Context: an optimization exercise on an open-source flow, tuned for small area. The choices shown serve that exercise and are no tape-out recipe.
In this exercise RTL edits were held to simulation tests only and were not proved equivalent to the original.
Power and IR drop assume default switching activity.

==> inputs of run G <==
==> flow/design.v <==
module SE13_Relogio_Aula (clk, rst, speed, dh, uh, dm, um, ds, us);
	input clk, rst, speed;
	output [7:0] dh, uh, dm, um, ds, us;
	reg [14:0] c1;
	reg [5:0]  cc;
	reg clk_1, clk_c, base_ant;
	localparam [14:0] S1 = 15'd28048, M1 = 15'b111011111101110;
	localparam [5:0]  SC = 6'd25,     MC = 6'b001111;
	wire d1 = (c1 & M1) == (S1 & M1);
	wire dc = (cc & MC) == (SC & MC);
	wire base = speed ? clk_1 : clk_c;
	wire p = base & ~base_ant;	 
	always @(posedge clk or negedge rst)
		if (!rst) begin
			c1 <= 15'd23328; cc <= 6'd50; clk_1 <= 0; clk_c <= 0; base_ant <= 0;
		end else begin
			c1 <= {c1[13:0], ~(c1[14] ^ c1[7]) ^ d1};
			clk_1 <= clk_1 ^ d1;
			cc <= {cc[4:0], (cc[5] ^ cc[0]) ^ dc};
			clk_c <= clk_c ^ dc;
			base_ant <= base;
		end
	function [3:0] nx_d10;	 
		input e;
		input [3:0] q;
		nx_d10 = q ^ ({4{e}} & {(1'b1), (q[1]), (~q[0]) | (q[2] & ~q[3]), (q[3]) | (q[1])});
	endfunction
	function last_d10;
		input [3:0] q;
		last_d10 = (~q[1] & ~q[2] & q[3]);
	endfunction
	function [6:0] seg_d10;	 
		input [3:0] q;
		seg_d10 = {(~q[0] & q[3]) | (~q[0] & ~q[1] & ~q[2]),
			(q[1] & q[3]) | (q[0] & q[2] & ~q[3]),
			(q[3]) | (q[1]),
			(~q[0] & q[1]),
			(q[0] & q[2] & ~q[3]),
			~((~q[2]) | (q[1]) | (q[0] & ~q[3])),
			(q[1] & ~q[2])};
	endfunction
	function [2:0] nx_d6;	 
		input e;
		input [2:0] q;
		nx_d6 = q ^ ({3{e}} & {(~q[1]), (q[1]) | (q[2]), (q[1])});
	endfunction
	function last_d6;
		input [2:0] q;
		last_d6 = (q[0] & q[1]);
	endfunction
	function [6:0] seg_d6;	 
		input [2:0] q;
		seg_d6 = {(~q[0] & ~q[1]),
			(~q[0] & q[1]) | (~q[0] & q[2]) | (q[0] & ~q[1] & ~q[2]),
			(q[0]) | (q[2]),
			(q[2]),
			(~q[0] & q[1]),
			(q[0] & q[1]),
			(q[2])};
	endfunction
	reg [3:0] s0, m0, h0;
	reg [2:0] s1, m1;
	reg [1:0] h1;	 
	wire c0 = p & last_d10(s0);
	wire c1s = c0 & last_d6(s1);
	wire c2 = c1s & last_d10(m0);
	wire c3 = c2 & last_d6(m1);
	wire c4 = c3 & last_d10(h0);
	wire wrap = c3 & h1[1] & ((h0[0] & h0[3]));	 
	always @(posedge clk or negedge rst)
		if (!rst) begin
			s0 <= 4'd0; s1 <= 3'd0; m0 <= 4'd0; m1 <= 3'd0; h0 <= 4'd0; h1 <= 0;
		end else begin
			s0 <= nx_d10(p, s0);
			s1 <= nx_d6(c0, s1);
			m0 <= nx_d10(c1s, m0);
			m1 <= nx_d6(c2, m1);
			h0 <= (nx_d10(c3, h0) & ~({4{wrap}} & 4'd2));
			h1 <= {(h1[1] & ~wrap) | (c4 & h1[0]), h1[0] ^ c4};
		end
	assign us = {1'b1, seg_d10(s0)};
	assign ds = {1'b1, seg_d6(s1)};
	assign um = {clk_1, seg_d10(m0)};
	assign dm = {1'b1, seg_d6(m1)};
	assign uh = {clk_1, seg_d10(h0)};
	assign dh = {1'b1, ~h1[1], h1[1] | h1[0], h1[0], h1[0], h1[1], 1'b0, h1[0]};
endmodule
==> flow/flow/run.sh <==
#!/bin/bash
# Layout flow: the standard ORFS flow (standard.sh) with these changes:
#  1. after the standard synthesis, the combinational cells are mapped again
#     for area (flow/reopt.tcl, flow/abc_area_deep.script); registers are kept
#     exactly as the standard synthesis made them;
#  2. ports are buffered with the smallest buffer (buf_1);
#  3. the clock tree is built from one cluster, without dummy loads.
# Each tool's output goes to a log file of its own in this folder.
set -euo pipefail
HERE=$PWD
R=$HERE/orfs/results/$FLOW_PLATFORM/SE13_Relogio_Aula/base
PLAT=$FLOW_HOME/platforms/$FLOW_PLATFORM
LIB=$PLAT/lib/sky130_fd_sc_hd__tt_025C_1v80.lib
YOSYS=$(command -v yosys || echo $FLOW_HOME/../tools/install/yosys/bin/yosys)

bash standard.sh $R/1_2_yosys.v > synth_standard.log 2>&1
cp $R/1_2_yosys.v $HERE/standard_synth.v

DU=$(sed -n '/DONT_USE_CELLS/,/^$/p' $PLAT/config.mk | grep -o 'sky130_fd_sc_hd__[a-z0-9_]*' | sed 's/^/-dont_use /' | tr '\n' ' ')
REOPT_LIB=$LIB REOPT_IN=$HERE/standard_synth.v REOPT_TOP=$FLOW_TOP \
REOPT_SCRIPT=$HERE/flow/abc_area_deep.script REOPT_DONT_USE="$DU" REOPT_OUT=$HERE/reopt.v \
  $YOSYS -c $HERE/flow/reopt.tcl > reopt.log 2>&1
cp $HERE/reopt.v $R/1_2_yosys.v
touch $R/1_2_yosys.v

export BUFFER_PORTS_ARGS="-buffer_cell sky130_fd_sc_hd__buf_1"
export CTS_ARGS="-sink_clustering_enable -repair_clock_nets -dont_use_dummy_load -root_buf sky130_fd_sc_hd__clkbuf_4 -buf_list sky130_fd_sc_hd__clkbuf_4"
bash standard.sh finish > standard.log 2>&1
==> flow/flow/abc_area_deep.script <==
strash
&get -n
&deepsyn -J 100 -T 300
&put
dch -f
map -a
topo
==> flow/flow/reopt.tcl <==
# Re-map the combinational cells of a mapped netlist for area; registers stay as they are.
yosys -import
set lib $::env(REOPT_LIB)
read_liberty -ignore_miss_func $lib
read_verilog -defer $::env(REOPT_IN)
hierarchy -top $::env(REOPT_TOP)
set seq {}
foreach c [split [exec grep -o {sky130_fd_sc_hd__[a-z0-9_]*} $::env(REOPT_IN) | sort -u] "\n"] {
  if {[regexp {__(df|sdf|edf|dl|sdl|sedf)} $c]} { lappend seq $c }
}
foreach c $seq { setattr -mod -set keep_hierarchy 1 $c }
flatten
opt_clean -purge
setundef -zero
abc -script $::env(REOPT_SCRIPT) -liberty $lib {*}$::env(REOPT_DONT_USE)
opt_clean -purge
splitnets
opt_clean -purge
hilomap -singleton -hicell sky130_fd_sc_hd__conb_1 HI -locell sky130_fd_sc_hd__conb_1 LO
insbuf -buf sky130_fd_sc_hd__buf_1 A X
foreach c $seq { setattr -mod -unset keep_hierarchy $c }
blackbox sky130_fd_sc_hd__*
select -clear
tee -o $::env(REOPT_OUT).stat stat -liberty $lib
write_verilog -noattr -nohex -nodec $::env(REOPT_OUT)
==> flow/standard.sh <==
#!/bin/bash
# synth_recipe.tcl (not shown) runs the flow's synth.tcl, then flattens the netlist and writes it again
# the make line also repeats each setting of config.mk as NAME=value (left out here)
make -C /OpenROAD-flow-scripts/flow DESIGN_CONFIG=/design/flow/config.mk WORK_HOME=/design/flow/orfs CLKGATE_MAP_FILE= SYNTH_SCRIPT=/design/flow/synth_recipe.tcl "${@:-finish}"
==> flow/config.mk <==
export PLATFORM = sky130hd
export DESIGN_NAME = SE13_Relogio_Aula
export DESIGN_NICKNAME = SE13_Relogio_Aula
export VERILOG_FILES = /design/flow/design.v
export SDC_FILE = /design/flow/constraint.sdc
export NUM_CORES = 4
export LEC_CHECK = 0
export CAP_MARGIN = 20
export CORE_MARGIN = 2
export CORE_UTILIZATION = 40
export SLEW_MARGIN = 20
==> flow/constraint.sdc <==
create_clock -name core_clock -period 10.0 [get_ports {clk}]
set_input_delay 2.0000 -clock core_clock [delete_from_list [all_inputs] [get_ports {clk}]]
set_output_delay 2.0000 -clock core_clock [all_outputs]
set_load 0.01 [all_outputs]
==> run D (differences from run G) <==
==> flow/design.v (replaced) <==
module SE13_Relogio_Aula (clk, rst, speed, dh, uh, dm, um, ds, us);
	input clk, rst, speed;
	output [7:0] dh, uh, dm, um, ds, us;
	reg [14:0] c1;
	reg [5:0]  cc;
	reg clk_1, clk_c, base_ant;
	always @(posedge clk or negedge rst)
		if (!rst) begin
			c1 <= 0; cc <= 0; clk_1 <= 0; clk_c <= 0; base_ant <= 0;
		end else begin
			c1 <= c1[14] ? 15'd0 : c1 + 15'd1;
			clk_1 <= clk_1 ^ c1[14];
			cc <= cc[5] ? 6'd0 : cc + 6'd1;
			clk_c <= clk_c ^ cc[5];
			base_ant <= base;
		end
	wire base = speed ? clk_1 : clk_c;
	wire p = base & ~base_ant;
	reg [3:0] s0, m0, h0;
	reg [2:0] s1, m1;
	reg [1:0] h1;
	wire c0 = p & s0[3] & s0[0];
	wire c1s = c0 & s1[2] & s1[0];
	wire c2 = c1s & m0[3] & m0[0];
	wire c3 = c2 & m1[2] & m1[0];
	wire c4 = c3 & h0[3] & h0[0];
	wire wrap = c3 & h1[1] & h0[1] & h0[0];
	always @(posedge clk or negedge rst)
		if (!rst) begin
			s0 <= 0; s1 <= 0; m0 <= 0; m1 <= 0; h0 <= 0; h1 <= 0;
		end else begin
			if (p)  s0 <= c0 ? 4'd0 : s0 + 4'd1;
			if (c0) s1 <= c1s ? 3'd0 : s1 + 3'd1;
			if (c1s) m0 <= c2 ? 4'd0 : m0 + 4'd1;
			if (c2) m1 <= c3 ? 3'd0 : m1 + 3'd1;
			if (wrap) begin h0 <= 0; h1 <= 0; end
			else if (c3) begin
				h0 <= c4 ? 4'd0 : h0 + 4'd1;
				if (c4) h1 <= h1 + 2'd1;
			end
		end
	function [6:0] dec10;
		input [3:0] q;
		reg D, C, B, A;
		begin
			{D, C, B, A} = q;
			dec10[0] = (C & ~B & ~A) | (~D & ~C & ~B & A);
			dec10[1] = C & (B ^ A);
			dec10[2] = ~C & B & ~A;
			dec10[3] = (C & ~(B ^ A)) | (~D & ~C & ~B & A);
			dec10[4] = A | (C & ~B);
			dec10[5] = (B & A) | (~C & B) | (~C & ~D & A);
			dec10[6] = (~D & ~C & ~B) | (C & B & A);
		end
	endfunction
	function [6:0] dec6;
		input [2:0] q;
		reg C, B, A;
		begin
			{C, B, A} = q;
			dec6[0] = ~B & (C ^ A);
			dec6[1] = C & A;
			dec6[2] = B & ~A;
			dec6[3] = ~B & (C ^ A);
			dec6[4] = A | C;
			dec6[5] = ~C & (A | B);
			dec6[6] = ~C & ~B;
		end
	endfunction
	assign us = {1'b1, dec10(s0)};
	assign ds = {1'b1, dec6(s1)};
	assign um = {clk_1, dec10(m0)};
	assign dm = {1'b1, dec6(m1)};
	assign uh = {clk_1, dec10(h0)};
	assign dh = {1'b1, ~h1[1], h1[1] | h1[0], h1[0], h1[0], h1[1], 1'b0, h1[0]};
endmodule
==> flow/run.sh (new file) <==
#!/bin/bash
# synth_recipe.tcl (not shown) runs the flow's synth.tcl, then flattens the netlist and writes it again
# the make line also repeats each setting of config.mk as NAME=value (left out here)
make -C /OpenROAD-flow-scripts/flow DESIGN_CONFIG=/design/flow/config.mk WORK_HOME=/design/flow/orfs CLKGATE_MAP_FILE= SYNTH_SCRIPT=/design/flow/synth_recipe.tcl finish
removed: flow/flow/run.sh
removed: flow/flow/abc_area_deep.script
removed: flow/flow/reopt.tcl
removed: flow/standard.sh
==> run P (differences from run G) <==
--- a/flow/flow/run.sh
+++ b/flow/flow/run.sh
@@ -24,5 +24,5 @@
 touch $R/1_2_yosys.v
 
 export BUFFER_PORTS_ARGS="-buffer_cell sky130_fd_sc_hd__buf_1"
-export CTS_ARGS="-sink_clustering_enable -repair_clock_nets -dont_use_dummy_load -root_buf sky130_fd_sc_hd__clkbuf_4 -buf_list sky130_fd_sc_hd__clkbuf_4"
+export CTS_ARGS="-sink_clustering_enable -repair_clock_nets -dont_use_dummy_load -root_buf sky130_fd_sc_hd__clkbuf_8 -buf_list sky130_fd_sc_hd__clkbuf_8"
 bash standard.sh finish > standard.log 2>&1
==> results.txt <==
Result of the run: run P timing/DRC/antenna clean; run G timing/DRC/antenna clean; run D timing/DRC/antenna clean
LEAKAGE: run P 0.878 nW; run G 0.865 nW; run D 1.40 nW
Startpoint of the most critical register-to-register path: run P clk_1$_DFF_PN0_; run G clk_1$_DFF_PN0_; run D s0[0]$_DFFE_PN0N_
Synthesized area: run P 0.00182 sq mm; run G 0.00182 sq mm; run D 0.00254 sq mm
Core box area: run P 0.00438 sq mm; run G 0.00438 sq mm; run D 0.00624 sq mm
Peak clock frequency supported by timing: run P 287 MHz; run G 286 MHz; run D 253 MHz
Logic inverters: run P 29; run G 29; run D 20
Core utilization of the finished layout: run P 0.474; run G 0.467; run D 0.494
Min cycle time layout: run P 3480 ps; run G 3500 ps; run D 3950 ps
Routing usage on met3: run P 0.0478; run G 0.0309; run D 0.0287
Instance count along the most critical hold path: run P 0; run G 0; run D 1
Net switching share of the total power: run P 0.310; run G 0.323; run D 0.335
Number of design-rule violations left by the first detailed-router iteration: run P 48; run G 50; run D 115
Max-area cell class: run P registers; run G registers; run D multi-input combinational cells
Starting utilization of the core area: run P 0.415; run G 0.415; run D 0.407

re-timing with driven ports:
Ports are ideal in the flow. The routed layouts listed here were re-timed in OpenROAD. Step 1 assumes that a clkbuf_16 drives the clock port and a buf_2 every other input. Step 2 also shifts input and output timing later by t, the mid clock arrival at the registers, as if the neighbouring blocks saw the same clock. Three values: no drivers, after step 1, after step 2; two values: the first two.
run | shift t [ns] | slack for setup (ns) | worst setup path at the end | pins driven straight from the clock port
run G | 0.362 | 6.498 / 6.475 / 6.224 | input to register | 1
run D | 0.315 | 6.054 / 6.028 / 6.262 | input to register | 1
run P | 0.309 | 6.521 / 6.523 / 6.214 | input to register | 1
After both steps setup and hold are still met in every run listed. For run P, which loses most, drivers alone change the setup slack by +0.002 ns; drivers and shift together by -0.307 ns.
